This design comes from an exercise in tuning for small area and a short achievable clock period on the open sky130 flow, not from production work.
No functional check of the RTL was part of any run shown here.
Power figures rest on the tool's default switching activity, not on a simulated workload.

===== flow/run.sh =====
#!/bin/bash
# synth_recipe.tcl (not shown) runs the flow's synth.tcl, then flattens the netlist and writes it again
# the make line also repeats each setting of config.mk as NAME=value (left out here)
make -C /OpenROAD-flow-scripts/flow DESIGN_CONFIG=/design/flow/config.mk WORK_HOME=/design/flow/orfs CLKGATE_MAP_FILE= SYNTH_SCRIPT=/design/flow/synth_recipe.tcl finish

===== flow/config.mk =====
export PLATFORM = sky130hd
export DESIGN_NAME = processor_top
export DESIGN_NICKNAME = processor_top
export VERILOG_FILES = /design/flow/design.v
export SDC_FILE = /design/flow/constraint.sdc
export NUM_CORES = 4
export LEC_CHECK = 0
export CAP_MARGIN = 20
export CORE_MARGIN = 2
export CORE_UTILIZATION = 40
export SLEW_MARGIN = 20

===== flow/constraint.sdc =====
create_clock -name core_clock -period 8.0 [get_ports {clk}]
set_input_delay 1.6000 -clock core_clock [delete_from_list [all_inputs] [get_ports {clk}]]
set_output_delay 1.6000 -clock core_clock [all_outputs]
set_load 0.01 [all_outputs]

===== flow/design.v =====
`timescale 1ns / 1ps
module alu (
input [7:0] a,
input [7:0] b,
input binv,
input bz,
input [9:0] sel,
output [7:0] res,
output [7:0] ext_res,
output cb
);
wire [7:0] bb = (b & {8{~bz}}) ^ {8{binv}};
wire [8:0] sum = {1'b0, a} + {1'b0, bb} + {8'd0, binv ^ bz};
wire [15:0] prod;
mul8 m0 (.a(a), .b(b), .p(prod));
assign cb = sum[8] ^ binv;
assign ext_res = prod[15:8];
assign res = ({8{sel[0]}} & {a[6:0], 1'b0})
           | ({8{sel[1]}} & {1'b0, a[7:1]})
           | ({8{sel[2]}} & {a[0], a[7:1]})
           | ({8{sel[3]}} & {a[6:0], a[7]})
           | ({8{sel[4]}} & {a[7], a[7:1]})
           | ({8{sel[5]}} & sum[7:0])
           | ({8{sel[6]}} & prod[7:0])
           | ({8{sel[7]}} & (a & b))
           | ({8{sel[8]}} & (a ^ b))
           | ({8{sel[9]}} & b);
endmodule
module mul8 (input [7:0] a, input [7:0] b, output [15:0] p);
wire [9:0] a1 = {2'b0, a};
wire [9:0] a2 = {1'b0, a, 1'b0};
wire [9:0] a3 = a1 + a2;
function [9:0] sel4(input [1:0] s, input [9:0] x1, input [9:0] x2, input [9:0] x3);
  case (s) 2'd0: sel4 = 10'd0; 2'd1: sel4 = x1; 2'd2: sel4 = x2; default: sel4 = x3; endcase
endfunction
wire [9:0] q0 = sel4(b[1:0], a1, a2, a3);
wire [9:0] q1 = sel4(b[3:2], a1, a2, a3);
wire [9:0] q2 = sel4(b[5:4], a1, a2, a3);
wire [9:0] q3 = sel4(b[7:6], a1, a2, a3);
assign p = {6'd0, q0} + {4'd0, q1, 2'd0} + {2'd0, q2, 4'd0} + {q3, 6'd0};
endmodule
`timescale 1ns / 1ps
module control_unit (
input [7:0] instr,
input cb_in,
output rf_we,
output pc_load,
output halt,
output acc_we,
output ext_we,
output cb_we,
output binv,
output bz,
output [9:0] sel
);
wire [3:0] h = instr[7:4];
wire [3:0] l = instr[3:0];
wire z = (h == 4'h0);
wire acc1 = z & ~l[3] & (l[2:0] != 3'd0);
wire is_inc = z & (l == 4'h6);
wire is_dec = z & (l == 4'h7);
wire is_add = (h == 4'h1);
wire is_sub = (h == 4'h2);
wire is_mul = (h == 4'h3);
wire is_and = (h == 4'h5);
wire is_xor = (h == 4'h6);
wire is_cmp = (h == 4'h7);
wire is_br  = (h == 4'h8);
wire is_mov = (h == 4'h9);
wire is_st  = (h == 4'hA);
wire is_ret = (h == 4'hB);
assign halt = (instr == 8'hFF);
assign rf_we = is_st;
assign pc_load = is_ret | (is_br & cb_in);
assign acc_we = acc1 | is_add | is_sub | is_mul | is_and | is_xor | is_mov;
assign ext_we = is_mul;
assign cb_we = is_inc | is_dec | is_add | is_sub | is_cmp;
assign binv = is_sub | is_cmp | is_dec;
assign bz = is_inc | is_dec;
assign sel[0] = z & (l == 4'h1);
assign sel[1] = z & (l == 4'h2);
assign sel[2] = z & (l == 4'h3);
assign sel[3] = z & (l == 4'h4);
assign sel[4] = z & (l == 4'h5);
assign sel[5] = is_inc | is_dec | is_add | is_sub;
assign sel[6] = is_mul;
assign sel[7] = is_and;
assign sel[8] = is_xor;
assign sel[9] = is_mov;
endmodule
`timescale 1ns / 1ps
module program_counter (
input clk,
input rst,
input load,
input hold,
input [3:0] adr_in,
output reg [4:0] pc
);
always @(posedge clk or posedge rst) begin
if (rst)
pc <= 5'b00000;
else if (load)
pc <= {1'b0, adr_in};
else if (!hold)
pc <= pc + 5'd1;
end
endmodule
`timescale 1ns / 1ps
module register_file (
input clk,
input rst,
input [3:0] adr,
input [7:0] w_data,
input we,
output [7:0] r_data
);
reg [7:0] regs [0:15];
assign r_data = regs[adr];
integer i;
always @(posedge clk or posedge rst) begin
if (rst)
for (i = 0; i < 16; i = i + 1)
regs[i] <= i;
else if (we)
regs[adr] <= w_data;
end
endmodule
`timescale 1ns / 1ps
module processor_top (
input clk,
input rst,
input [7:0] instr_in,
output [4:0] pc_out,
output [7:0] acc_out,
output [7:0] ext_out,
output cb_out,
output halt_out
);
wire [3:0] n = instr_in[3:0];
wire [7:0] rf_data;
wire [7:0] alu_res;
wire [7:0] alu_ext;
wire alu_cb;
wire rf_we, pc_load, halt, acc_we, ext_we, cb_we;
wire [9:0] sel;
wire binv, bz;
reg [7:0] acc;
reg [7:0] ext;
reg cb;
control_unit cu0 (
.instr(instr_in),
.cb_in(cb),
.rf_we(rf_we),
.pc_load(pc_load),
.halt(halt),
.acc_we(acc_we),
.ext_we(ext_we),
.cb_we(cb_we),
.binv(binv),
.bz(bz),
.sel(sel)
);
program_counter pc0 (
.clk(clk),
.rst(rst),
.load(pc_load),
.hold(halt),
.adr_in(n),
.pc(pc_out)
);
register_file rf0 (
.clk(clk),
.rst(rst),
.adr(n),
.w_data(acc),
.we(rf_we),
.r_data(rf_data)
);
alu alu0 (
.a(acc),
.b(rf_data),
.binv(binv),
.bz(bz),
.sel(sel),
.res(alu_res),
.ext_res(alu_ext),
.cb(alu_cb)
);
always @(posedge clk or posedge rst) begin
if (rst) begin
acc <= 8'b0;
ext <= 8'b0;
cb <= 1'b0;
end else begin
if (acc_we)
acc <= alu_res;
if (ext_we)
ext <= alu_ext;
if (cb_we)
cb <= alu_cb;
end
end
assign halt_out = halt;
assign acc_out = acc;
assign ext_out = ext;
assign cb_out = cb;
endmodule

==> results of run 1 <==
final timing paths:
kind / to / slack, ns / depth (start not counted) / start
worst min-delay path: ext[0]$_DFFE_PP0P_ / 0.48 / 2 / ext[0]$_DFFE_PP0P_
worst max-delay path: ext[6]$_DFFE_PP0P_ / 1.0 / 21 / instr_in[3]
min in group asynchronous: rf0.regs[4][3]$_DFFE_PP0P_ / 1.68 / 2 / rst
max in group asynchronous: rf0.regs[3][3]$_DFFE_PP0P_ / 5.06 / 3 / rst
worst min register to register: ext[0]$_DFFE_PP0P_ / 0.48 / 2 / ext[0]$_DFFE_PP0P_
worst max register to register: ext[7]$_DFFE_PP0P_ / 2.28 / 18 / acc[6]$_DFFE_PP0P_
flip-flops by register name, summed over array words and instances, names as in the netlist:
register and cells:
acc 8, cb 1, ext 8, pc0.pc 5, rf0.regs 128
stage by stage:
| step | hold slack (ns) | area, sq um |
|---|---|---|
| floorplan | 0.441 | 9840 |
| global placement | 0.459 | 10400 |
| detailed placement | 0.466 | 10400 |
| CTS | 0.481 | 11100 |
| global route | 0.504 | 11100 |
| finish | 0.479 | 11100 |
final cells by class:
class,instances,area (sq um)
fill,2320,13200
multi-input combinational,712,5590
sequential,150,3790
timing repair buffer,57,510
clock buffer,18,439
tap,324,405
clock inverter,14,188
inverter,37,144
kinds of logic (layout without fill, tap and decap cells):
family | Yosys count | in the layout
AOI/OAI and AO/OA | 237 | 237
xor gates and xnor gates | 23 | 23
adders and majority gates | 63 | 63
buffers and inverters | 101 | 126
DFF | 150 | 150
muxes | 157 | 157
and+or+nand+nor | 232 | 232
critical path, cell delays in order:
cell and delay (ns):
buf_2 0.25, buf_4 0.26, nor2_2 0.59, a22oi_1 0.28, o221ai_1 0.32, o32a_1 0.43, buf_4 0.25, and2_1 0.31
nand2_1 0.08, o21ai_0 0.14, fa_1 0.47, fa_1 0.49, ha_1 0.35, nor2b_1 0.14, o21ai_0 0.23, a21oi_1 0.13
o21ai_0 0.21, a21oi_1 0.15, o211a_1 0.26, o21a_1 0.16, o31ai_1 0.20
cells in the final DEF (no fill, tap or decap), types with 5 or more instances in the layout:
| master | synthesis | layout |
|---|---|---|
| dfrtp_1 | 118 | 118 |
| mux2_2 | 109 | 109 |
| nand2_1 | 89 | 89 |
| o21ai_0 | 68 | 68 |
| nor2_1 | 50 | 50 |
| ha_1 | 47 | 47 |
| mux2i_1 | 44 | 44 |
| a21oi_1 | 37 | 37 |
| inv_1 | 33 | 32 |
| dfstp_2 | 32 | 32 |
| clkdlybuf4s50_1 | 0 | 30 |
| buf_4 | 5 | 24 |
| o2bb2ai_1 | 17 | 17 |
| clkbuf_16 | 0 | 17 |
| fa_1 | 16 | 16 |
| nand2b_1 | 15 | 15 |
| xnor2_1 | 15 | 15 |
| nor3_1 | 14 | 14 |
| o21a_1 | 14 | 14 |
| nand3_1 | 13 | 13 |
| a22oi_1 | 12 | 12 |
| nor2b_1 | 11 | 11 |
| a221oi_1 | 10 | 10 |
| and2_1 | 8 | 8 |
| xor2_1 | 8 | 8 |
| o211ai_1 | 8 | 8 |
| a22o_1 | 7 | 7 |
| a21o_1 | 6 | 6 |
| and3_1 | 6 | 6 |
| nand4_1 | 5 | 5 |
| o21bai_1 | 5 | 5 |
| inv_6 | 0 | 5 |
routing by layer:
metal,up-vias,track usage,share of wire
met5,-,0,0
met4,0,0.0873,0.028
met3,58,0.0346,0.060
met2,277,0.364,0.47
met1,3918,0.314,0.45
li1,3529,-,-
power by group:
part / internal [mW] / switching, mW / total, mW
Clock: 0.509 / 0.358 / 0.866
Combinational: 0.289 / 0.418 / 0.707
Sequential: 0.854 / 0.0758 / 0.930
Total: 1.65 / 0.851 / 2.50
==> results.py, run 1 <==
metrics = {
    "route": {
        "dr.pass1.iters": 5,
        "ant_nets": 0,
        "num_vias": 7782,
        "wl_um": 28800,
        "wl_per_cell_um": 22.0,
        "drt-initial-drc-count": 575,
        "drt-vias-per-instance": 5.93,
        "drc_errors": 0,
    },
    "global_routing": {
        "grt_start_max_net_pins": 93,
        "antenna_found_initial": 0,
        "grt_overflow": 0,
        "grt_pass1_wl_um": 45400,
        "grt_pass1_vias": 7801,
        "grt_usage": 0.228,
    },
    "sta": {
        "period_share": 0.875,
        "setup_viol": 0,
        "hold_violations": 0,
        "skew_ns": 0.00954,
        "fmax_mhz": 143,
        "post-route-min-period_ns": 7.00,
        "setup_tns_ns": 0,
        "rsz0062_at_grt": "no",
        "relSlewSlack": 0.256,
        "worst_pin_slew_ns": 1.10,
        "setup_ws_ns": 1.00,
        "drv_slew": 0,
    },
    "cts": {
        "postCtsSetupBuffers": 0,
        "clk_pin_slew_ns": 0.07,
        "cts_buffer_depth": 2,
        "numCtsBuffers": 17,
        "hold_buffers": 0,
        "cts_num_sinks": 150,
        "clk_latency_ns": 0.44,
        "cts_resized": 0,
        "cts_root_buffer": "clkbuf_16",
        "cts_tree": "yes",
        "h-tree-depth": 4,
    },
    "place": {
        "gp_congestion": 0.856,
        "port_buffers": 32,
        "dp_slack_ns": 0.545,
        "placed_cells": 1280,
        "place_hpwl_um": 19700,
    },
    "yosys": {
        "synth_top_flop_cell": "dfrtp_1",
        "muxShareOfSynthArea": 0.179,
        "netlist_area_sq_mm": 0.00984,
        "synth_area_per_cell_sq_um": 10.2,
        "yosysMostFrequentCell": "dfrtp_1",
        "ys_seq_elements": 150,
        "synthTopCellsByArea": "dfrtp_1, mux2_2, dfstp_2",
        "syn_nets": 1036,
        "yosys.area_share.adder": 0.0923,
        "ys_top_cells_by_count": "dfrtp_1, mux2_2, nand2_1, o21ai_0, nor2_1",
        "synthArstFlopShare": 1.00,
        "synth-edff-count": 0,
        "synth.distinct_cells": 74,
        "yosys.area_share.xor_xnor": 0.0205,
        "synth-compound-area-share": 0.165,
        "synth_simple_gate_area_frac": 0.112,
        "synth_top_area_frac": 0.300,
        "ys_seq_area_frac": 0.386,
        "synth_top_family_by_area": "multiplexers",
        "synth_top_cell_by_area": "dfrtp_1",
        "yosys_warnings": 5,
        "syn-instance-count": 963,
    },
    "die": {
        "num_io_pins": 33,
        "die_x_um": 161,
        "coreArea_sq_mm": 0.0242,
        "die_h_um": 161,
        "row_count": 57,
        "fp.dieArea_sq_mm": 0.0259,
        "initial_core_util": 0.406,
    },
    "layout": {
        "diodes": 0,
        "fin_cells": 1312,
        "fin_nets": 1048,
        "syn_to_final_growth_pct": 12.6,
        "drive_gt1_frac": 0.226,
        "final_util": 0.457,
    },
    "critical_path": {
        "critical_path_required_ns": 8.34,
        "crit_path_end_kind": "register",
        "worst-setup-path-type": "primary input to register",
        "arrival_ns": 7.34,
        "crit_fanout": 19,
        "worstSetupStartpointType": "primary input",
    },
    "worst_hold_path": {
        "hold_class": "register to register",
    },
    "run": {
        "maxCapViolCount": 0,
    },
    "power": {
        "p_leak_nw": 4.97,
        "ir_drop_v": 0.000128,
        "powerDensity_mw_per_mm2": 226,
        "p_total_mw": 2.50,
    },
    "status": {
        "status": "timing/DRC/antenna clean",
    },
}
==> run 2: changes to the inputs <==
--- a/flow/config.mk
+++ b/flow/config.mk
@@ -7,2 +7,3 @@
 export LEC_CHECK = 0
+export ABC_AREA = 1
 export CAP_MARGIN = 20
@@ -10,2 +11,3 @@
 export CORE_UTILIZATION = 40
+export SETUP_SLACK_MARGIN = 3
 export SLEW_MARGIN = 20
==> run 2 against run 1 <==
Clock power up 2.9%. Largest cell class unchanged. Non-clock buffer count grew 69. Power increased by 16%. Sequential share of layout area down 4.0 points. Via count grew 21%. Routed wire length rose by 13%. Cell count is 31% higher. Count of clock-buffer cells in the layout unchanged. Maximum frequency grew 36%. Critical path depth is 4 higher. Combinational power increased by 46%. Die area down 2.7%.
==> results.py, run 2 <==
metrics = {
    "sta": {
        "drv_slew": 0,
        "relSlewSlack": 0.332,
        "period_share": 0.644,
        "rsz0062_at_grt": "yes",
        "setup_ws_ns": 2.84,
        "worst_pin_slew_ns": 1.00,
        "setup_tns_ns": 0,
        "post-route-min-period_ns": 5.16,
        "hold_violations": 0,
        "fmax_mhz": 194,
        "setup_viol": 0,
        "skew_ns": 0.0183,
    },
    "global_routing": {
        "grt_overflow": 0,
        "grt_start_max_net_pins": 79,
        "grt_pass1_vias": 8986,
        "grt_pass1_wl_um": 50600,
        "antenna_found_initial": 0,
        "grt_usage": 0.267,
    },
    "critical_path": {
        "critPathBufInv": 4,
        "cpMostUsedCell": "nand3_2",
        "cpPeakStageDelay_ns": 0.59,
        "worst-setup-path-type": "primary input to register",
        "r2r-start": "acc[0]$_DFFE_PP0P_",
        "reg2regPathDepth": 23,
        "crit_fanout": 7,
        "r2r-end": "ext[4]$_DFFE_PP0P_",
        "worstSetupStartpointType": "primary input",
        "crit_path_end_kind": "register",
        "r2r_slack_ns": 3.13,
        "cp_slowest_cell": "fa_1",
        "arrival_ns": 5.51,
        "critical_path_required_ns": 8.35,
        "cp_top_family": "adder cells",
    },
    "layout": {
        "diodes": 0,
        "drive_gt1_frac": 0.234,
        "largest_reg_flops": 128,
        "layout_common_cells": "nand2_1, o21ai_0, dfrtp_1, inv_1, nor2_1",
        "fin_nets": 1466,
        "final_util": 0.535,
        "nFillCells": 2199,
        "final_common_cell": "nand2_1",
        "syn_to_final_growth_pct": 31.2,
        "top_register": "rf0.regs",
        "reg_top3": "rf0.regs (128), acc (8), ext (8)",
    },
    "power": {
        "p_leak_nw": 5.66,
        "seqPwrFrac": 0.339,
        "ir_drop_v": 0.000160,
        "swShare": 0.399,
        "internal_power_mw": 1.75,
        "p_clk_frac": 0.307,
        "combPwrFrac": 0.355,
        "powerDensity_mw_per_mm2": 232,
        "p_sw_mw": 1.16,
    },
    "die": {
        "fp.dieArea_sq_mm": 0.0252,
        "initial_core_util": 0.408,
        "die_h_um": 159,
        "die_x_um": 159,
        "row_count": 56,
        "num_io_pins": 33,
        "coreArea_sq_mm": 0.0235,
    },
    "worst_hold_path": {
        "holdPathEnd": "rf0.regs[11][2]$_DFFE_PP0P_",
        "hold_depth": 2,
        "hold_path_startpoint": "rf0.regs[11][2]$_DFFE_PP0P_",
        "hold_class": "register to register",
    },
    "place": {
        "port_buffers": 32,
        "gp_congestion": 0.926,
        "dp_slack_ns": 1.11,
        "place_hpwl_um": 21800,
    },
    "yosys": {
        "netlist_area_sq_mm": 0.00957,
        "ys_seq_elements": 150,
        "synth_top_area_frac": 0.309,
        "yosysMostFrequentCell": "nand2_1",
        "synth-edff-count": 0,
        "ys_seq_area_frac": 0.397,
        "ys_top_cells_by_count": "nand2_1, o21ai_0, dfrtp_1, nor2_1, inv_1",
        "synth.distinct_cells": 42,
        "syn_nets": 1359,
        "synthArstFlopShare": 1.00,
        "yosys_warnings": 5,
        "synthTopCellsByArea": "dfrtp_1, nand2_1, dfstp_2",
        "synth_top_flop_cell": "dfrtp_1",
        "synth_area_per_cell_sq_um": 7.44,
        "syn-instance-count": 1286,
        "synth_top_cell_by_area": "dfrtp_1",
    },
    "cts": {
        "clk_latency_ns": 0.44,
        "cts_root_buffer": "clkbuf_16",
        "cts_buffer_depth": 2,
        "cts_num_sinks": 150,
        "numCtsBuffers": 17,
        "h-tree-depth": 4,
        "cts_tree": "yes",
        "clk_pin_slew_ns": 0.07,
    },
    "route": {
        "met2_length_um": 15200,
        "ant_nets": 0,
        "met3_length_um": 2250,
        "drt-vias-per-instance": 5.45,
        "num_vias": 9409,
        "dr.pass1.iters": 8,
        "wl_um": 32700,
        "top_layer_used": "met4",
        "wl_met1_um": 14300,
        "wl_per_cell_um": 19.0,
        "drc_errors": 0,
        "drt-initial-drc-count": 970,
    },
    "run": {
        "maxCapViolCount": 0,
    },
    "status": {
        "status": "timing/DRC/antenna clean",
    },
}
==> run 2: cell count changes in the layout (fill, tap and decap cells not counted), moves of 36 or more <==
cell | before | now
nand2_1 | 89 | 386
mux2_2 | 109 | 0
o21ai_0 | 68 | 157
buf_4 | 24 | 80
inv_1 | 32 | 86
mux2i_1 | 44 | 0
nand3_1 | 13 | 56
nor2_1 | 50 | 86
==> run 2: per-layer routing <==
| metal | GRT usage | vias to the layer above |
|---|---|---|
| met5 | 0 | - |
| met4 | 0.0824 | 0 |
| met3 | 0.0493 | 76 |
| met2 | 0.434 | 344 |
| met1 | 0.362 | 4522 |
| li1 | - | 4467 |
==> run 2: worst reg2reg max path: cells and delay by family, from the launching register on <==
kind | cells | cell delay, ns
adders and majority gates | 5 | 1.95
AOI/OAI and AO/OA | 8 | 1.21
and+or+nand+nor | 7 | 0.69
DFF | 1 | 0.53
xor gates and xnor gates | 1 | 0.35
buffers and inverters | 2 | 0.09
==> run 2: kinds of logic after synthesis <==
| logic type | Yosys count | synth area share |
|---|---|---|
| AOI/OAI and AO/OA | 262 | 0.152 |
| xor gates and xnor gates | 13 | 0.0119 |
| adders and majority gates | 63 | 0.0950 |
| buffers and inverters | 152 | 0.0608 |
| DFF | 150 | 0.397 |
| and+or+nand+nor | 646 | 0.284 |
==> run 2: layout make-up <==
type,count,area (sq um),area share
timing repair buffer,126,1180,0.0938
tap,319,399,0.0318
multi-input combinational,987,6060,0.483
clock inverter,14,206,0.0165
sequential,150,3800,0.303
clock buffer,18,429,0.0342
inverter,111,480,0.0383
==> run 2: power by group through the flow <==
stage          registers, mW  logic [mW]  clock network (mW)
2_1_floorplan          0.968       0.524                   0
6_report               0.984        1.03               0.891
3_5_place_dp           0.989       0.860                   0
3_3_place_gp           0.990       0.859                   0
5_1_grt                0.996        1.12               0.929
4_1_cts                0.978       0.937               0.900
==> run 2: worst max path at each step <==
stage                 from            endpoint  slack [ns]  cells past startpoint
2_1_floorplan  instr_in[0]  ext[5]$_DFFE_PP0P_        3.00                     22
3_3_place_gp   instr_in[0]  ext[4]$_DFFE_PP0P_        1.02                     24
3_5_place_dp   instr_in[0]  ext[3]$_DFFE_PP0P_        1.11                     22
4_1_cts        instr_in[1]  ext[5]$_DFFE_PP0P_        2.89                     24
5_1_grt        instr_in[0]  ext[4]$_DFFE_PP0P_        2.74                     25
6_report       instr_in[3]  ext[5]$_DFFE_PP0P_        2.84                     25
==> run 2: through the flow <==
step / std cells / hold slack [ns] / total power, mW / instance area (sq um)
2_1_floorplan: 1286 / 0.445 / 1.49 / 9870
4_1_cts: 1691 / 0.487 / 2.81 / 11900
3_5_place_dp: 1605 / 0.466 / 1.85 / 10500
3_3_place_gp: 1605 / 0.461 / 1.85 / 10500
5_1_grt: 1725 / 0.508 / 3.04 / 12500
6_report: 1725 / 0.486 / 2.91 / 12500
==> run 2: repair_timing <==
action | CTS | global route
pin swaps | 55 | 79
hold buffers | 0 | 0
gates resized for setup | 107 | 88
cloned | 3 | 0
setup buffers | 51 | 33
setup endpoints to repair | 16 | 13
==> run 3: changes to the inputs <==
==> flow/flow/run.sh (new file) <==
#!/bin/bash
# Standard layout, but synthesis leaves full and half adders to ABC as plain
# gates instead of mapping them to the library's fa/ha cells.
set -euo pipefail
export ADDER_MAP_FILE=
bash standard.sh finish > flow.log 2>&1
==> flow/standard.sh (new file) <==
#!/bin/bash
# synth_recipe.tcl (not shown) runs the flow's synth.tcl, then flattens the netlist and writes it again
# the make line also repeats each setting of config.mk as NAME=value (left out here)
make -C /OpenROAD-flow-scripts/flow DESIGN_CONFIG=/design/flow/config.mk WORK_HOME=/design/flow/orfs CLKGATE_MAP_FILE= SYNTH_SCRIPT=/design/flow/synth_recipe.tcl "${@:-finish}"
removed: flow/run.sh
==> run 3 against run 2 <==
Cell count is 18% higher. Global-route usage grew 0.36 points. Clock power shrank 7.9%. Setup slack improved by 0.29 ns. Sequential share of layout area rose by 0.48 points. Critical path depth down 17. Sequential power shrank 2.9%. First-iteration DRC count increased by 21%. Die area up 7.7%. Still clean on timing, DRC and antenna. Worst hold slack lost 0.0029 ns. Core utilization is 4.6 points lower.
==> results.py, run 3 <==
metrics = {
    "status": {
        "status": "timing/DRC/antenna clean",
    },
    "cts": {
        "h-tree-depth": 4,
        "numCtsBuffers": 17,
        "cts_tree": "yes",
        "clk_pin_slew_ns": 0.08,
        "cts_buffer_depth": 2,
        "cts_num_sinks": 150,
        "cts_root_buffer": "clkbuf_16",
        "clk_latency_ns": 0.44,
    },
    "yosys": {
        "yosys_warnings": 5,
        "syn_nets": 1643,
        "syn-instance-count": 1633,
        "synthTopCellsByArea": "dfrtp_1, nand2_1, nand3_1",
        "ys_top_cells_by_count": "nand2_1, nand3_1, nor2_1, o21ai_0, inv_1",
        "yosysMostFrequentCell": "nand2_1",
        "synth_top_area_frac": 0.286,
        "synth.distinct_cells": 46,
        "synth_area_per_cell_sq_um": 6.32,
        "netlist_area_sq_mm": 0.0103,
        "ys_seq_area_frac": 0.367,
        "ys_seq_elements": 150,
        "synth_top_flop_cell": "dfrtp_1",
        "synth-edff-count": 0,
        "synth_top_cell_by_area": "dfrtp_1",
        "synthArstFlopShare": 1.00,
    },
    "route": {
        "drc_errors": 0,
        "num_vias": 11053,
        "dr.pass1.iters": 6,
        "drt-initial-drc-count": 1170,
        "wl_um": 36500,
        "wl_per_cell_um": 18.0,
        "drt-vias-per-instance": 5.45,
        "ant_nets": 0,
    },
    "power": {
        "p_leak_nw": 6.14,
        "p_clk_frac": 0.307,
        "p_total_mw": 2.68,
        "p_sw_mw": 1.09,
        "swShare": 0.409,
        "ir_drop_v": 0.000151,
        "combPwrFrac": 0.337,
        "internal_power_mw": 1.58,
        "seqPwrFrac": 0.357,
        "powerDensity_mw_per_mm2": 217,
    },
    "die": {
        "initial_core_util": 0.409,
        "die_x_um": 165,
        "fp.dieArea_sq_mm": 0.0271,
        "die_h_um": 165,
        "coreArea_sq_mm": 0.0253,
        "num_io_pins": 33,
        "row_count": 58,
    },
    "critical_path": {
        "crit_fanout": 8,
        "critical_path_required_ns": 6.40,
        "arrival_ns": 3.27,
        "cpMostUsedCell": "buf_4",
        "cp_slowest_cell": "clkdlybuf4s50_1",
        "critPathBufInv": 5,
        "cp_top_family": "buffers and inverters",
        "worstSetupStartpointType": "primary input",
        "cpPeakStageDelay_ns": 0.54,
        "crit_path_cell_trace": "clkbuf_4 -> nand2_4 -> nor2_4 -> buf_4 -> buf_4 -> nand4_1 -> inv_1 -> clkdlybuf4s50_1",
        "crit_path_end_kind": "primary output",
        "worst-setup-path-type": "primary input to primary output",
    },
    "layout": {
        "largest_reg_flops": 128,
        "fin_cells": 2028,
        "reg_top3": "rf0.regs (128), acc (8), ext (8)",
        "fin_area_sq_mm": 0.0123,
        "syn_to_final_growth_pct": 19.6,
        "drive_gt1_frac": 0.144,
        "diodes": 0,
        "final_common_cell": "nand2_1",
        "fin_nets": 1695,
        "layout_common_cells": "nand2_1, nand3_1, o21ai_0, nor2_1, dfrtp_1",
        "top_register": "rf0.regs",
    },
    "global_routing": {
        "antenna_found_initial": 0,
        "grt_start_max_net_pins": 71,
        "grt_pass1_vias": 10143,
        "grt_overflow": 0,
        "grt_pass1_wl_um": 56100,
        "grt_usage": 0.271,
    },
    "sta": {
        "hold_violations": 0,
        "post-route-min-period_ns": 4.87,
        "rsz0062_at_grt": "no",
        "skew_ns": 0.0202,
        "worst_pin_slew_ns": 1.08,
        "drv_slew": 0,
        "relSlewSlack": 0.279,
        "period_share": 0.608,
        "setup_tns_ns": 0,
        "setup_viol": 0,
        "fmax_mhz": 205,
    },
    "place": {
        "place_hpwl_um": 25100,
        "port_buffers": 32,
        "placed_cells": 1943,
        "placed_area_sq_mm": 0.0109,
        "gp_congestion": 0.958,
    },
    "worst_hold_path": {
        "hold_class": "register to register",
    },
    "run": {
        "maxCapViolCount": 0,
    },
}
==> run 3: cell count changes after synthesis, sizes merged, moves of 7 or more <==
cell,change
ha,-47
a21oi,-13
inv,+20
buf,+13
clkbuf,+9
a211oi,-7
fa,-16
nand3,+119
nand2,+216
nor2,+59
==> run 3: cells by family (layout without fill, tap and decap cells) <==
group / Yosys count / after routing / share of synthesized area
AO/OA/AOI/OAI: 245 / 245 / 0.133
XOR/XNOR: 12 / 12 / 0.0102
buffers and inverters: 197 / 261 / 0.0755
flip-flops: 150 / 150 / 0.367
AND/OR/NAND/NOR: 1029 / 1030 / 0.414
==> run 3: per-layer routing <==
| metal | up-vias | part of all wire | track usage | wire length [um] |
|---|---|---|---|---|
| met2 | 406 | 0.46 | 0.447 | 16800 |
| met1 | 5167 | 0.44 | 0.360 | 16200 |
| met4 | 0 | 0.033 | 0.0897 | 1190 |
| li1 | 5396 | - | - | - |
| met5 | - | 0 | 0 | 0 |
| met3 | 84 | 0.065 | 0.0472 | 2380 |
==> run 3: power groups by stage <==
stage	sequential [mW]	clock, mW	combinational, mW
2_1_floorplan	0.944	0	0.548
3_3_place_gp	0.962	0	0.813
3_5_place_dp	0.963	0	0.819
4_1_cts	0.950	0.831	0.847
5_1_grt	0.967	0.863	0.995
6_report	0.955	0.821	0.901
==> run 3: cell type report <==
class	instances	area (sq um)
inverter	134	519
sequential	150	3790
clock buffer	17	425
timing repair buffer	94	872
timing repair inverter	1	5.00
tap	330	413
multi-input combinational	1287	6140
clock inverter	15	176
fill	2604	12900
==> run 3: stage by stage <==
stage	setup WS (ns)	util	hold WS, ns
2_1_floorplan	3.63	-	0.453
3_3_place_gp	1.71	0.430	0.464
3_5_place_dp	1.68	0.430	0.467
4_1_cts	3.02	0.471	0.486
5_1_grt	2.94	0.489	0.508
6_report	3.13	0.489	0.483
==> run 3: repair_timing <==
| item | CTS | global route |
|---|---|---|
| setup buffers | 25 | 25 |
| hold buffers | 0 | 0 |
| resized for setup | 48 | 78 |
| pin swaps | 13 | 17 |
| setup endpoints to repair | 15 | 14 |
| gates cloned | 0 | 3 |
==> run 3: tightest hold or removal path, stage by stage (launching register included) <==
cell,delay [ns]
dfrtp_1,0.35
nand2_1,0.05
nand2_1,0.05
==> run 3: final timing paths <==
path	from	end	slack, ns	depth (start not counted)
setup / recovery	instr_in[1]	halt_out	3.13	8
hold / removal	ext[2]$_DFFE_PP0P_	ext[2]$_DFFE_PP0P_	0.48	2
setup reg to reg	acc[4]$_DFFE_PP0P_	ext[7]$_DFFE_PP0P_	3.33	27
hold reg to reg	ext[2]$_DFFE_PP0P_	ext[2]$_DFFE_PP0P_	0.48	2
max in group asynchronous	rst	rf0.regs[7][4]$_DFFE_PP0P_	4.97	3
min in group asynchronous	rst	acc[5]$_DFFE_PP0P_	1.65	2
==> run 4: changes to the inputs <==
--- a/flow/design.v
+++ b/flow/design.v
@@ -35,7 +35,11 @@
 endfunction
-wire [9:0] q0 = sel4(b[1:0], a1, a2, a3);
-wire [9:0] q1 = sel4(b[3:2], a1, a2, a3);
-wire [9:0] q2 = sel4(b[5:4], a1, a2, a3);
-wire [9:0] q3 = sel4(b[7:6], a1, a2, a3);
-assign p = {6'd0, q0} + {4'd0, q1, 2'd0} + {2'd0, q2, 4'd0} + {q3, 6'd0};
+wire [15:0] r0 = {6'd0, sel4(b[1:0], a1, a2, a3)};
+wire [15:0] r1 = {4'd0, sel4(b[3:2], a1, a2, a3), 2'd0};
+wire [15:0] r2 = {2'd0, sel4(b[5:4], a1, a2, a3), 4'd0};
+wire [15:0] r3 = {sel4(b[7:6], a1, a2, a3), 6'd0};
+wire [15:0] s1 = r0 ^ r1 ^ r2;
+wire [15:0] c1 = ((r0 & r1) | (r0 & r2) | (r1 & r2)) << 1;
+wire [15:0] s2 = s1 ^ c1 ^ r3;
+wire [15:0] c2 = ((s1 & c1) | (s1 & r3) | (c1 & r3)) << 1;
+assign p = s2 + c2;
 endmodule
==> flow/run.sh (new file) <==
#!/bin/bash
# synth_recipe.tcl (not shown) runs the flow's synth.tcl, then flattens the netlist and writes it again
# the make line also repeats each setting of config.mk as NAME=value (left out here)
make -C /OpenROAD-flow-scripts/flow DESIGN_CONFIG=/design/flow/config.mk WORK_HOME=/design/flow/orfs CLKGATE_MAP_FILE= SYNTH_SCRIPT=/design/flow/synth_recipe.tcl finish
--- a/flow/config.mk
+++ b/flow/config.mk
@@ -7,3 +7,2 @@
 export LEC_CHECK = 0
-export ABC_AREA = 1
 export CAP_MARGIN = 20
@@ -11,3 +10,2 @@
 export CORE_UTILIZATION = 40
-export SETUP_SLACK_MARGIN = 3
 export SLEW_MARGIN = 20
removed: flow/flow/run.sh
removed: flow/standard.sh
==> run 4 against run 3 <==
Still clean on timing, DRC and antenna. Via count shrank 27%. Count of clock-buffer cells in the layout increased by 1. Sequential cell count stayed put. Global-route usage is 3.3 points lower. Largest cell class unchanged.
==> results.py, run 4 <==
metrics = {
    "status": {
        "status": "timing/DRC/antenna clean",
    },
    "power": {
        "swShare": 0.363,
        "combPwrFrac": 0.335,
        "p_clk_frac": 0.310,
        "internal_power_mw": 1.69,
        "powerDensity_mw_per_mm2": 236,
        "p_leak_nw": 4.97,
        "p_sw_uw": 959,
        "ir_drop_v": 0.000141,
        "seqPwrFrac": 0.355,
    },
    "yosys": {
        "yosysMostFrequentCell": "dfrtp_1",
        "ys_seq_elements": 150,
        "synthArstFlopShare": 1.00,
        "syn_nets": 1073,
        "syn-instance-count": 1003,
        "synth-edff-count": 0,
        "synthTopCellsByArea": "dfrtp_1, mux2_2, dfstp_2",
        "netlist_area_sq_mm": 0.0100,
        "ys_seq_area_frac": 0.379,
        "synth_top_flop_cell": "dfrtp_1",
        "synth_top_cell_by_area": "dfrtp_1",
        "synth_top_area_frac": 0.295,
        "ys_top_cells_by_count": "dfrtp_1, nand2_1, mux2_2, o21ai_0, nor2_1",
        "synth_area_per_cell_sq_um": 9.98,
        "synth.distinct_cells": 79,
        "yosys_warnings": 5,
    },
    "die": {
        "coreArea_sq_mm": 0.0245,
        "die_x_um": 162,
        "row_count": 57,
        "initial_core_util": 0.409,
        "num_io_pins": 33,
        "fp.dieArea_sq_mm": 0.0263,
        "die_h_um": 162,
    },
    "layout": {
        "layout_common_cells": "dfrtp_1, nand2_1, mux2_2, o21ai_0, nor2_1",
        "final_util": 0.459,
        "top_register": "rf0.regs",
        "largest_reg_flops": 128,
        "fin_nets": 1078,
        "reg_top3": "rf0.regs (128), acc (8), ext (8)",
        "final_common_cell": "dfrtp_1",
        "syn_to_final_growth_pct": 12.1,
        "drive_gt1_frac": 0.205,
        "nFillCells": 2345,
        "fin_cells": 1346,
    },
    "critical_path": {
        "worstSetupStartpointType": "primary input",
        "worst-setup-path-type": "primary input to register",
        "critical_path_required_ns": 8.28,
        "crit_fanout": 30,
        "cp_slowest_cell": "mux4_2",
        "cpPeakStageDelay_ns": 0.53,
        "arrival_ns": 7.06,
        "crit_path_cell_trace": "buf_2 -> buf_4 -> mux4_2 -> a221oi_1 -> a31o_2 -> inv_2 -> nor3_2 -> a22oi_1 -> fa_1 -> fa_1 -> inv_1 -> ha_1 -> nor2b_1 -> o21a_1 -> o21ai_0 -> a21oi_1 -> a221oi_1 -> xor2_1 -> o21ai_0",
        "crit_path_end_kind": "register",
    },
    "global_routing": {
        "grt_pass1_wl_um": 47300,
        "antenna_found_initial": 1,
        "grt_start_max_net_pins": 94,
        "grt_pass1_vias": 8232,
        "grt_overflow": 0,
        "grt_usage": 0.237,
    },
    "route": {
        "drt-vias-per-instance": 6.00,
        "ant_nets": 0,
        "drc_errors": 0,
        "dr.pass1.iters": 5,
        "num_vias": 8081,
        "drt-initial-drc-count": 622,
        "wl_per_cell_um": 22.3,
        "wl_um": 30100,
    },
    "cts": {
        "clk_pin_slew_ns": 0.07,
        "cts_root_buffer": "clkbuf_16",
        "clk_latency_ns": 0.43,
        "cts_resized": 0,
        "h-tree-depth": 4,
        "cts_tree": "yes",
        "cts_buffer_depth": 2,
        "hold_buffers": 0,
        "postCtsSetupBuffers": 0,
        "numCtsBuffers": 17,
        "cts_num_sinks": 150,
    },
    "place": {
        "placed_cells": 1313,
        "dp_slack_ns": 0.821,
        "port_buffers": 32,
        "gp_congestion": 0.919,
        "place_hpwl_um": 20800,
    },
    "sta": {
        "drv_slew": 0,
        "worst_pin_slew_ns": 1.08,
        "setup_ws_ns": 1.22,
        "hold_violations": 0,
        "rsz0062_at_grt": "no",
        "skew_ns": 0.0104,
        "setup_viol": 0,
        "setup_tns_ns": 0,
        "post-route-min-period_ns": 6.78,
        "period_share": 0.847,
        "fmax_mhz": 148,
        "relSlewSlack": 0.273,
    },
    "run": {
        "maxCapViolCount": 0,
    },
    "worst_hold_path": {
        "hold_class": "register to register",
    },
}
-- run 4: cell types whose count changed after synthesis, sizes merged, moves of 25 or more --
cell	delta
ha	+43
o21ai	-85
mux2	+114
nand3	-175
nand2	-523
inv	-96
a22oi	+25
nor2	-133
mux2i	+35
-- run 4: final cells by class --
type,instances,area [sq um],share of cell area
sequential,150,3790,0.338
timing repair buffer,60,523,0.0466
clock inverter,14,169,0.0151
clock buffer,18,429,0.0383
tap,324,405,0.0361
inverter,35,136,0.0122
antenna,1,2.50,0.000223
multi-input combinational,744,5760,0.513
-- run 4: power groups by stage --
| stage | combinational (mW) | clock, mW | sequential [mW] |
|---|---|---|---|
| 2_1_floorplan | 0.551 | 0 | 0.956 |
| 3_3_place_gp | 0.869 | 0 | 0.950 |
| 3_5_place_dp | 0.876 | 0 | 0.952 |
| 4_1_cts | 0.883 | 0.838 | 0.939 |
| 5_1_grt | 0.975 | 0.867 | 0.951 |
| 6_report | 0.887 | 0.820 | 0.939 |
-- run 4: layer usage --
metal  GRT usage  routed length [um]  vias to the layer above
met5           0                   0                        -
met4       0.117                1290                        0
met3      0.0569                2090                       90
met2       0.377               14100                      332
met1       0.303               12600                     4012
li1            -                   -                     3647
-- run 4: stage by stage --
stage | hold slack, ns | area, sq um | power [mW]
4_1_cts | 0.466 | 11200 | 2.66
5_1_grt | 0.500 | 11200 | 2.79
6_report | 0.464 | 11200 | 2.65
3_5_place_dp | 0.456 | 10600 | 1.83
2_1_floorplan | 0.443 | 10000 | 1.51
3_3_place_gp | 0.450 | 10600 | 1.82
-- run 4: critical path: cells and delay by family --
kind                       cells  cell delay [ns]
AOI/OAI and AO/OA              8             1.78
adders and majority gates      3             1.31
buffers and inverters          4             1.07
and+or+nand+nor                2             0.58
muxes                          1             0.53
xor gates and xnor gates       1             0.17
-- run 4: kinds of logic after synthesis --
kind of cell	count (synthesis)	share of synthesized area
xor gates and xnor gates	22	0.0192
adders and majority gates	60	0.0877
buffers and inverters	109	0.0462
DFF	150	0.379
muxes	153	0.172
AOI/OAI and AO/OA	251	0.169
and+or+nand+nor	258	0.127
-- run 4: path summary, 6_finish.rpt --
check | from | endpoint | slack, ns | cells after the start
min in group asynchronous | rst | rf0.regs[6][4]$_DFFE_PP0P_ | 1.70 | 2
setup reg to reg | acc[0]$_DFFE_PP0P_ | ext[6]$_DFFE_PP0P_ | 2.49 | 20
setup / recovery | instr_in[0] | ext[6]$_DFFE_PP0P_ | 1.22 | 19
hold / removal | rf0.regs[1][0]$_DFFE_PP1P_ | rf0.regs[1][0]$_DFFE_PP1P_ | 0.46 | 2
max in group asynchronous | rst | rf0.regs[15][7]$_DFFE_PP0P_ | 4.98 | 3
hold reg to reg | rf0.regs[1][0]$_DFFE_PP1P_ | rf0.regs[1][0]$_DFFE_PP1P_ | 0.46 | 2
==> run 5: changes to the inputs <==
==> flow/flow/run.sh (new file) <==
#!/bin/bash
# The standard layout (standard.sh) with three changes:
# - synthesis leaves full and half adders to ABC as plain gates instead of
#   mapping them to the library's slow fa/ha cells (ADDER_MAP_FILE empty);
# - ABC maps the logic with flow/abc.script (ORFS's abc_area.script with the
#   strash/dch/map steps run twice) in place of abc_area.script; everything
#   else in the synthesis (synth_recipe.tcl) is unchanged, so the registers
#   are the same;
# - the port buffers that placement inserts are buf_2 cells.
# The make output goes to flow.log; ORFS keeps each tool's log in orfs/logs.
set -euo pipefail
W=$PWD
export ADDER_MAP_FILE=
export BUFFER_PORTS_ARGS="-buffer_cell sky130_fd_sc_hd__buf_2"
export MY_ABC_SCRIPT=$W/flow/abc.script
cat > $W/my_synth.tcl <<EOF
proc abc {args} {
  set i [lsearch \$args -script]
  if { \$i >= 0 } { lset args [expr {\$i + 1}] \$::env(MY_ABC_SCRIPT) }
  yosys abc {*}\$args
}
source $W/synth_recipe.tcl
EOF
sed "s#SYNTH_SCRIPT=[^ ]*#SYNTH_SCRIPT=$W/my_synth.tcl#" standard.sh > $W/my_standard.sh
grep -q "SYNTH_SCRIPT=$W/my_synth.tcl" $W/my_standard.sh
bash $W/my_standard.sh finish > $W/flow.log 2>&1
==> flow/flow/abc.script (new file) <==
strash
dch
map -B 0.9
strash
dch
map -B 0.9
topo
stime -c
buffer -c
upsize -c
dnsize -c
==> flow/standard.sh (new file) <==
#!/bin/bash
# synth_recipe.tcl (not shown) runs the flow's synth.tcl, then flattens the netlist and writes it again
# the make line also repeats each setting of config.mk as NAME=value (left out here)
make -C /OpenROAD-flow-scripts/flow DESIGN_CONFIG=/design/flow/config.mk WORK_HOME=/design/flow/orfs CLKGATE_MAP_FILE= SYNTH_SCRIPT=/design/flow/synth_recipe.tcl "${@:-finish}"
--- a/flow/config.mk
+++ b/flow/config.mk
@@ -7,2 +7,3 @@
 export LEC_CHECK = 0
+export ABC_AREA = 1
 export CAP_MARGIN = 20
@@ -10,2 +11,4 @@
 export CORE_UTILIZATION = 40
+export CTS_BUF_LIST = sky130_fd_sc_hd__clkbuf_8
+export SETUP_SLACK_MARGIN = 3.6
 export SLEW_MARGIN = 20
removed: flow/run.sh
==> run 5 against run 4 <==
Area after synthesis is essentially flat. Cell area grew 11%. Synthesized cell count grew 55%. Routed wire length grew 16%. Core utilization grew 5.1 points. Clock power shrank 27%. Sequential power grew 2%. Non-clock buffer count grew 56. Die area is essentially flat. Setup slack gained 2.6 ns. Largest cell class unchanged.
==> results.py, run 5 <==
metrics = {
    "critical_path": {
        "arrival_ns": 4.57,
        "crit_path_end_kind": "register",
        "cpPeakStageDelay_ns": 0.27,
        "crit_fanout": 6,
        "cpMostUsedCell": "nand2_2",
        "critical_path_required_ns": 8.36,
        "worst-setup-path-type": "primary input to register",
        "worstSetupStartpointType": "primary input",
        "r2r-start": "acc[2]$_DFFE_PP0P_",
        "cp_slowest_cell": "nor2_4",
        "startpoint": "instr_in[1]",
    },
    "global_routing": {
        "grt_pass1_wl_um": 53800,
        "grt_start_max_net_pins": 64,
        "antenna_found_initial": 0,
        "grt_usage": 0.263,
        "grt_overflow": 0,
        "grt_pass1_vias": 9867,
    },
    "yosys": {
        "ys_top_cells_by_count": "nand2_1, o21ai_0, nand3_1, nor2_1, dfrtp_1",
        "ys_seq_elements": 150,
        "synth_top_flop_cell": "dfrtp_1",
        "yosys.area_share.adder": 0,
        "syn-instance-count": 1558,
        "muxShareOfSynthArea": 0,
        "synth_simple_gate_area_frac": 0.406,
        "yosys_warnings": 5,
        "synth-compound-area-share": 0.135,
        "synth_top_family_by_area": "simple AND/OR/NAND/NOR gates",
        "synthTopCellsByArea": "dfrtp_1, nand2_1, o21ai_0",
        "yosysMostFrequentCell": "nand2_1",
        "synthArstFlopShare": 1.00,
        "netlist_area_sq_mm": 0.0100,
        "yosys.area_share.xor_xnor": 0.00963,
        "synth_top_area_frac": 0.295,
        "synth_top_cell_by_area": "dfrtp_1",
        "synth.distinct_cells": 42,
        "syn_nets": 1568,
        "ys_seq_area_frac": 0.379,
        "synth-edff-count": 0,
        "synth_area_per_cell_sq_um": 6.42,
    },
    "route": {
        "ant_nets": 0,
        "wl_um": 35000,
        "drc_errors": 0,
        "drt-vias-per-instance": 5.44,
        "dr.pass1.iters": 5,
        "wl_per_cell_um": 17.7,
        "num_vias": 10768,
        "drt-initial-drc-count": 1084,
    },
    "cts": {
        "cts_root_buffer": "clkbuf_8",
        "cts_tree": "yes",
        "cts_buffer_depth": 2,
        "numCtsBuffers": 17,
        "cts_num_sinks": 150,
        "clk_latency_ns": 0.47,
        "h-tree-depth": 4,
        "clk_pin_slew_ns": 0.10,
    },
    "die": {
        "die_h_um": 162,
        "num_io_pins": 33,
        "coreArea_sq_mm": 0.0245,
        "initial_core_util": 0.409,
        "row_count": 57,
        "fp.dieArea_sq_mm": 0.0263,
        "die_x_um": 162,
    },
    "worst_hold_path": {
        "hold_class": "register to register",
        "hold_path_startpoint": "ext[6]$_DFFE_PP0P_",
    },
    "power": {
        "powerDensity_mw_per_mm2": 194,
        "p_clk_frac": 0.249,
        "seqPwrFrac": 0.397,
        "p_leak_nw": 6.03,
        "ir_drop_v": 0.000105,
        "p_sw_mw": 1.02,
        "combPwrFrac": 0.354,
        "swShare": 0.421,
        "p_total_mw": 2.42,
        "internal_power_mw": 1.40,
    },
    "sta": {
        "post-route-min-period_ns": 4.21,
        "setup_viol": 0,
        "skew_ns": 0.0147,
        "rsz0062_at_grt": "yes",
        "drv_slew": 0,
        "setup_tns_ns": 0,
        "fmax_mhz": 237,
        "relSlewSlack": 0.242,
        "period_share": 0.526,
        "worst_pin_slew_ns": 1.14,
        "hold_violations": 0,
    },
    "layout": {
        "fin_nets": 1653,
        "diodes": 0,
        "drive_gt1_frac": 0.246,
        "final_util": 0.510,
        "final_common_cell": "nand2_1",
        "syn_to_final_growth_pct": 24.6,
        "largest_reg_flops": 128,
        "top_register": "rf0.regs",
        "nFillCells": 2419,
        "regArea_sq_mm": 0.00379,
        "multi_input_area_sq_mm": 0.00641,
        "reg_top3": "rf0.regs (128), acc (8), ext (8)",
        "layout_common_cells": "nand2_1, o21ai_0, nand3_1, dfrtp_1, inv_1",
    },
    "status": {
        "status": "timing/DRC/antenna clean",
    },
    "run": {
        "maxCapViolCount": 0,
    },
    "place": {
        "port_buffers": 32,
        "place_hpwl_um": 23300,
        "gp_congestion": 0.937,
    },
}
run 5: changes by cell type in the layout (fill, tap and decap cells not counted), sizes merged, moves of 87 or more:
cell	previous run	this run
nor2	56	171
nand2	102	618
nand3	14	154
inv	40	127
mux2	114	0
o21ai	82	182
run 5: metrics by stage:
stage	instance area [sq um]	cells	hold slack, ns	setup slack, ns
global placement	10400	1869	0.462	2.64
finish	12500	1980	0.484	3.79
floorplan	10000	1558	0.453	3.84
CTS	11400	1939	0.487	3.60
detailed placement	10400	1869	0.461	2.61
global route	12500	1980	0.512	3.51
run 5: area by class of cell:
type,count,area share
inverters,125,0.0417
multi-input cells,1233,0.514
repair buffers,116,0.0769
well taps,324,0.0325
clock inverters,14,0.0111
flip-flops and latches,150,0.304
clock buffers,18,0.0199
run 5: what timing repair did:
action	CTS	global route
setup buffers	38	37
cloned	0	3
pin swaps	17	60
resized for setup	61	226
endpoints found under the setup margin	15	14
hold buffers	0	0
run 5: critical path: cells and delay by family:
family / cells / cell delay, ns
and+or+nand+nor: 26 / 2.40
buffers and inverters: 5 / 0.54
run 5: power groups by stage:
stage | Clock [mW] | Sequential (mW) | Combinational, mW
final | 0.601 | 0.958 | 0.856
after global routing | 0.638 | 0.969 | 0.939
after CTS | 0.606 | 0.953 | 0.735
after detailed placement | 0 | 0.966 | 0.700
after global placement | 0 | 0.964 | 0.690
after floorplan | 0 | 0.940 | 0.492
run 5: final timing paths:
kind / cells past startpoint / to / slack (ns)
max: 31 / ext[5]$_DFFE_PP0P_ / 3.79
min: 2 / ext[6]$_DFFE_PP0P_ / 0.48
max reg2reg: 27 / ext[5]$_DFFE_PP0P_ / 3.95
min reg2reg: 2 / ext[6]$_DFFE_PP0P_ / 0.48
max in group asynchronous: 4 / rf0.regs[14][0]$_DFFE_PP0P_ / 5.54
min in group asynchronous: 2 / ext[0]$_DFFE_PP0P_ / 1.10
run 5: cells by family (layout without fill, tap and decap cells):
family,count (synthesis),in the layout
and+or+nand+nor,972,975
DFF,150,150
AOI/OAI and AO/OA,247,247
buffers and inverters,178,273
xor gates and xnor gates,11,11
run 5: layer usage:
metal	global-route usage	share of wire	vias up
met5	0	0	-
met4	0.115	0.044	0
met3	0.0360	0.077	111
met2	0.432	0.46	467
met1	0.347	0.42	4965
li1	-	-	5225

what the ideal ports hide:
In the flow no input, the clock included, has a driving cell. The finished layouts below were timed again as built, in two steps. Step 1 sets driving cells, clkbuf_16 on the clock port and buf_2 on the other inputs (assumed; they add their load-dependent delay and slew). Step 2 times the ports against the registers' clock, not the clock port: input delays grow and output delays shrink by t, the midpoint of the rising clock arrivals with the driver on. Three values: ideal, step 1, step 2; two values: the first two.
run | t, ns | setup WS [ns] | worst setup path at the end | worst register clock-pin slew, ns
run 1 | 0.480 | 1.000 / 1.015 / 0.535 | input to register | 0.07 / 0.07
run 2 | 0.479 | 2.844 / 2.824 / 2.344 | input to register | 0.08 / 0.08
run 3 | 0.470 | 3.134 / 3.094 / 2.879 | input to register | 0.08 / 0.08
run 4 | 0.471 | 1.225 / 1.240 / 0.769 | input to register | 0.07 / 0.07
run 5 | 0.506 | 3.789 / 3.770 / 3.284 | input to register | 0.10 / 0.10
After both steps setup and hold are still met in every run listed. For run 5, which loses most, drivers alone change the setup slack by -0.019 ns; drivers and shift together by -0.505 ns.
